Source: an optimization exercise on an open RTL-to-GDS flow (aim: small area). Production flows keep margins and buffers that such runs may drop.
The RTL was checked by simulation tests, not by an equivalence proof against the original design.
The flow treats the clock pin as an ideal source, which a real chip does not have.
Power figures rest on the tool's default switching activity, not on a simulated workload.

run 1:
==> flow/design.v <==
module codec_fsm #(
	parameter OVERSAMPLE 	= 250,
	parameter DATA_WIDTH 	= 32,
	parameter CHANNELS		= 2
)(
	input	wire 						xclk_i,
	input	wire						reset_n,
	input	wire	signed	[ 31:0 ] 	right_i,
	input	wire	signed	[ 31:0 ] 	left_i,
	output	wire	signed	[ 31:0 ]	right_o,
	output	wire	signed	[ 31:0 ]	left_o,
	output	wire						ready_o,
	output 	wire						bclk_o,
	output 	wire						daclrck_o,
	output	wire						dacdat_o,
	output	wire						adclrck_o,
	input	wire						adcdat_i
);
	reg			half;
	reg [ 6:0 ]	cnt;
	reg			adc_d;				 
	reg [ 63:0 ]	ring;
	reg [ 31:0 ]	adc_left_reg, adc_right_reg;
	reg			load_q, move_q;
	wire rst		= ~reset_n;
	wire		end_half	= ( cnt == 7'd124 );
	wire		half_n		= ~rst & ( half ^ end_half );
	wire [ 6:0 ]	cnt_n		= rst ? 7'd127 : end_half ? 7'd0 : cnt + 1'b1;
	always @( posedge xclk_i ) begin
		adc_d	<= adcdat_i;
		half	<= half_n;
		cnt		<= cnt_n;
	end
	wire load_n		= rst | ( half & ( cnt == 7'd123 ) );
	always @( posedge xclk_i ) begin
		load_q	<= load_n;
		move_q	<= ~load_n;
	end
	wire [ 63:0 ] load_word;
	genvar gb;
	generate for( gb = 0; gb < 32; gb = gb + 1 ) begin : g_load
		assign load_word[ 2*gb+1 ]						= left_i[ gb ];
		assign load_word[ ( 2 - 2*( 31 - gb ) + 64 ) % 64 ]	= right_i[ gb ];
	end endgenerate
	wire ins		= ~load_q & ~cnt[6] & cnt[0];
	wire adc_in		= half ? ~adcdat_i : adc_d;
	always @( posedge xclk_i ) begin
		ring[ 0 ]		<= ~( ( move_q | load_word[ 0 ] ) & ( load_q | ring[ 63 ] ) );
		ring[ 1 ]		<= ~( ( load_q & load_word[ 1 ] ) | ( ~load_q & ( ins ? adc_in : ring[ 0 ] ) ) );
		ring[ 63:2 ]	<= ~( ( {62{move_q}} | load_word[ 63:2 ] ) & ( {62{load_q}} | ring[ 62:1 ] ) );
	end
	wire [ 31:0 ] ring_left, ring_right;
	generate for( gb = 0; gb < 32; gb = gb + 1 ) begin : g_adc
		assign ring_left[ gb ]	= ring[ ( 56 - 2*( 31 - gb ) + 64 ) % 64 ];
		assign ring_right[ gb ]	= ring[ ( 123 - 2*( 31 - gb ) + 64 ) % 64 ];
	end endgenerate
	wire out_load	= reset_n & load_q & half;
	wire out_hold	= rst | move_q;
	always @( posedge xclk_i ) begin
		adc_left_reg	<= ( {32{out_load}} & ring_left ) | ( {32{out_hold}} & adc_left_reg );
		adc_right_reg	<= ( {32{out_load}} & ring_right ) | ( {32{out_hold}} & adc_right_reg );
	end
	wire dac_l		= cnt[0] ? ring[ 0 ] : ~ring[ 63 ];
	wire dac_r		= cnt[0] ? ( ~ring[ 62 ] & ~( cnt == 7'd63 ) ) : ring[ 63 ];
	assign dacdat_o		= ~cnt[6] & ( half ? dac_r : dac_l );
	assign bclk_o		= cnt[0] ^ half;
	assign daclrck_o	= ~half;
	assign adclrck_o	= ~half;
	assign ready_o		= ~half & ( cnt == 7'd0 );
	assign left_o		= adc_left_reg;
	assign right_o		= adc_right_reg;
endmodule
clock: 5.0 ns
lec_check: 0
cap_margin: 20
core_margin: 2
core_utilization: 60
slew_margin: 20
standard.sh (not shown) runs the stock make flow with config.mk's settings and CLKGATE_MAP_FILE= SYNTH_SCRIPT=/design/flow/synth_recipe.tcl, a recipe that flattens the netlist after the stock synthesis.
==> flow/flow/run.sh <==
#!/bin/bash
# Standard ORFS layout with small port buffers and a clock tree built from
# small clock buffers without dummy balancing loads; clock buffers that
# drive a slow clock slew are up-sized after CTS (flow/fixclk.tcl).
set -euo pipefail
export BUFFER_PORTS_ARGS="-buffer_cell sky130_fd_sc_hd__buf_1"
export CTS_ARGS="-sink_clustering_enable -repair_clock_nets -buf_list {sky130_fd_sc_hd__clkbuf_2 sky130_fd_sc_hd__clkbuf_4} -dont_use_dummy_load"
export POST_CTS_TCL="$(pwd)/flow/fixclk.tcl"
bash standard.sh > standard.log 2>&1
==> flow/flow/fixclk.tcl <==
# POST_CTS hook: up-size to clkbuf_8 the clock buffers whose flip-flop clock
# pins see a slew over 115 ps (placement estimate), then legalise again.
set_propagated_clock [all_clocks]
estimate_parasitics -placement
set fixclk_n 0
foreach inst [get_cells *] {
  if {[get_property $inst ref_name] != "sky130_fd_sc_hd__clkbuf_4"} { continue }
  set out [get_pins -of_objects $inst -filter "direction == output"]
  set worst 0
  foreach p [get_pins -of_objects [get_nets -of_objects $out] -filter "direction == input"] {
    set s [get_property $p slew_max]
    if {$s > $worst} { set worst $s }
  }
  if {$worst > 0.115} {
    replace_cell $inst [get_lib_cells */sky130_fd_sc_hd__clkbuf_8]
    incr fixclk_n
  }
}
puts "fixclk: up-sized $fixclk_n clock buffers"
detailed_placement
check_placement -verbose
estimate_parasitics -placement
Input-level comparison between run 2 and run 1:
Settings: CORE_UTILIZATION: 60 -> 40.
--- a/flow/flow/run.sh
+++ b/flow/flow/run.sh
@@ -3,2 +3 @@
-# small clock buffers without dummy balancing loads; clock buffers that
-# drive a slow clock slew are up-sized after CTS (flow/fixclk.tcl).
+# small clock buffers without dummy balancing loads.
@@ -8 +6,0 @@
-export POST_CTS_TCL="$(pwd)/flow/fixclk.tcl"
removed: flow/flow/fixclk.tcl
Results
Run 2 vs. run 1: final standard cell area without fillers picked up an extra 0.31%; setup slack -30 ps; power saw a decrease; hold slack shows a reduction of 9.8 ps; first-pass GRT wire length has increased.
Worst vdd rail ir drop (lower): run 1
Here is what was changed in the inputs of run 3 compared with run 2.
--- a/flow/flow/run.sh
+++ b/flow/flow/run.sh
@@ -3 +3,2 @@
-# small clock buffers without dummy balancing loads.
+# small clock buffers without dummy balancing loads; clock buffers that
+# drive a slow clock slew are up-sized after CTS (flow/fixclk.tcl).
@@ -6,0 +8 @@
+export POST_CTS_TCL="$(pwd)/flow/fixclk.tcl"
==> flow/flow/fixclk.tcl (new file) <==
# POST_CTS hook: up-size to clkbuf_8 the clock buffers whose flip-flop clock
# pins see a slew over 115 ps (placement estimate), then legalise again.
set_propagated_clock [all_clocks]
estimate_parasitics -placement
set fixclk_n 0
foreach inst [get_cells *] {
  if {[get_property $inst ref_name] != "sky130_fd_sc_hd__clkbuf_4"} { continue }
  set out [get_pins -of_objects $inst -filter "direction == output"]
  set worst 0
  foreach p [get_pins -of_objects [get_nets -of_objects $out] -filter "direction == input"] {
    set s [get_property $p slew_max]
    if {$s > $worst} { set worst $s }
  }
  if {$worst > 0.115} {
    replace_cell $inst [get_lib_cells */sky130_fd_sc_hd__clkbuf_8]
    incr fixclk_n
  }
}
puts "fixclk: up-sized $fixclk_n clock buffers"
detailed_placement
check_placement -verbose
estimate_parasitics -placement
Results
- Result for run 3 and run 2: all clean
- Compared to run 2, run 3 leaves less free space in the core.
- Run 2 -> run 3: horizontal die dimension delta 0, exact match
- Against run 2, the final cell area of run 3 is higher.
- The number of design-rule violations left by the first detailed-router iteration of run 3 was inferior to that of run 2.
- Against run 2, run 3 comes in 1.4% higher on total power.

## afterwards: timing with drivers on the ports
No port has a modelled driver above. Below, the same layouts with a new extraction and two added sets of constraints.
Step 1 (the two cells are an assumption about what drives the block):
set clk [get_ports {xclk_i}]
set_driving_cell -lib_cell sky130_fd_sc_hd__clkbuf_16 $clk
set_driving_cell -lib_cell sky130_fd_sc_hd__buf_2 [delete_from_list [all_inputs] $clk]
Step 2, shift: input delay + t, output delay - t, t = (earliest + latest rising clock arrival at the registers) / 2. This alone moves slack from input paths to output paths.
Three values: ideal ports, drivers, drivers and shift; two values: the first two.
run	t, ns	setup slack, ns	latest minus earliest clock arrival (ns)
run 1	0.415	2.066 / 2.036 / 2.451	0.033 / 0.034
run 2	0.499	2.036 / 2.004 / 2.297	0.054 / 0.054
run 3	0.407	2.118 / 2.085 / 2.302	0.033 / 0.033
After both steps every run listed still meets setup and hold.
